Background: an optimization exercise with open tools, aiming at small area. Do not read the settings as production practice. Only simulation tests tie the RTL to the original design; equivalence was not proved.

== before ==
==> flow/design.v (excerpt) <==
module	lininterp #(
		parameter	INW   = 28,
				OWID  = 28,
				MPREC = 28,
				CTRBITS = 32
	) (
		input	wire			i_clk,
		input	wire			i_reset,
		input	wire			i_ce,
		input	wire	[(CTRBITS-1):0]	i_step,
		input	wire	[(INW-1):0]	i_data,
		output	wire			o_ce,
		output	wire	[(OWID-1):0]	o_data
	);
	reg			pre_ce, r_ce, r_ovfl, x_ce, p_valid, r_first;
	reg	[27:0]		r_next;
	reg	[28:0]		r_slope;
	reg	[31:0]		r_counter;
	reg	[27:0]		r_offset;
	reg	[27:0]		x_res, p_res, o_res;
	wire	one1;
	wire	two2;
	wire	neg3;
	wire	pp4;
	wire	pp5;
	wire	pp6;
	wire	pp7;
	wire	pp8;
	wire	pp9;
	wire	pp10;
	wire	pp11;
	wire	pp12;
	wire	pp13;
	wire	pp14;
	wire	pp15;
	wire	pp16;
	wire	pp17;
	wire	pp18;
	wire	pp19;
	wire	pp20;
	wire	pp21;
	wire	pp22;
	wire	pp23;
	wire	pp24;
	wire	pp25;
	wire	pp26;
	wire	pp27;
	wire	pp28;
	wire	pp29;
	wire	pp30;
	wire	pp31;
	wire	pp32;
	wire	pp33;
	wire	one34;
	wire	two35;
	wire	neg36;
	wire	pp37;
	wire	pp38;
	wire	pp39;
	wire	pp40;
	wire	pp41;
	wire	pp42;
	wire	pp43;
	wire	pp44;
	wire	pp45;
	wire	pp46;
	wire	pp47;
	wire	pp48;
	wire	pp49;
	wire	pp50;
	wire	pp51;
	wire	pp52;
	wire	pp53;
	wire	pp54;
	wire	pp55;
	wire	pp56;
	wire	pp57;
	wire	pp58;
	wire	pp59;
	wire	pp60;
	wire	pp61;
	wire	pp62;
	wire	pp63;
	wire	pp64;
	wire	pp65;
	wire	pp66;
	wire	one67;
	wire	two68;
	wire	neg69;
	wire	pp70;
	wire	pp71;
	wire	pp72;
	wire	pp73;
	wire	pp74;
	wire	pp75;
	wire	pp76;
	wire	pp77;
	wire	pp78;
	wire	pp79;
	wire	pp80;
	wire	pp81;
	wire	pp82;
	wire	pp83;
	wire	pp84;
	wire	pp85;
	wire	pp86;
  ...
Size in the first run: ~2700 cells after synthesis, ~0.026 mm² of cells after synthesis.
Settings: LEC_CHECK=0, ABC_AREA=1, CAP_MARGIN=20, CORE_MARGIN=2, CORE_UTILIZATION=65, PLACE_DENSITY=0.75, SLEW_MARGIN=20, SYNTH_HIERARCHICAL=1, SYNTH_MINIMUM_KEEP_SIZE=0; clock period 10.0 ns.
standard.sh (not shown) runs the stock make flow with config.mk's settings and CLKGATE_MAP_FILE= SYNTH_SCRIPT=/design/flow/synth_recipe.tcl, a recipe that flattens the netlist after the stock synthesis.
==> flow/flow/run.sh <==
#!/bin/bash
# Layout flow: the standard flow (standard.sh: the standard synthesis and
# ORFS steps, unchanged), run with these settings:
#  - the input and output port buffers use the smallest buffer cell,
#    sky130_fd_sc_hd__buf_1 (every port still gets its own buffer);
#  - synthesis buffers are removed at floorplan, and placement is not
#    timing driven, so no buffers are kept from virtual repair runs;
#  - clock tree: clkbuf_8 buffers, sink clusters of up to 12, and no
#    dummy loads.
set -euo pipefail
export BUFFER_PORTS_ARGS="-buffer_cell sky130_fd_sc_hd__buf_1"

export CTS_ARGS="-sink_clustering_enable -repair_clock_nets -sink_clustering_size 12 -sink_clustering_max_diameter 100 -buf_list sky130_fd_sc_hd__clkbuf_8 -dont_use_dummy_load"
bash standard.sh finish > standard_flow.log 2>&1
before: all stages complete, timing, DRC and antenna checks passed
> inputs changed (before -> after)
- changing CAP_MARGIN from 20 to 5
- changing SLEW_MARGIN from 20 to 5
### Flow results
- | overall via count from detail_route | before vs after | ≈ equal |
- Diff before -> after: number of design-rule violations left by the first detailed-router iteration shows a reduction of 28, wire length comparable, number of synthesized flops with an enable pin essentially unchanged, sequential share of layout area about even, post-synthesis instance total closely matched the old numbers.
- Compared after against before; worst hold slack within noise.
- As far as critical-path maximum fanout goes, after and before are indistinguishable; the numbers are identical.
- before -> after: non-clock buffer count decreased slightly
- before -> after: final cell count flat

==> what the ideal ports hide <==
How much do the figures lean on ideal ports? The routed layouts below were timed once more, with nothing changed but the port constraints. Step 1 (the two cells are an assumption about what drives the block):
set clk [get_ports {i_clk}]
set_driving_cell -lib_cell sky130_fd_sc_hd__clkbuf_16 $clk
set_driving_cell -lib_cell sky130_fd_sc_hd__buf_2 [delete_from_list [all_inputs] $clk]
Step 2 moves the port delays by t, midway between the first and last clock arrival at a register: inputs arrive t later, outputs are due t later. That takes back most of the time a late clock gives input paths. Three values: ideal ports, drivers, drivers and shift; two values: the first two.
run	t, ns	slack for setup (ns)	hold slack, ns
before	0.620	1.242 / 1.242 / 1.242	0.387 / 0.387 / 0.387
after	0.622	1.252 / 1.252 / 1.252	0.387 / 0.387 / 0.387
After both steps setup and hold are still met in every run listed.
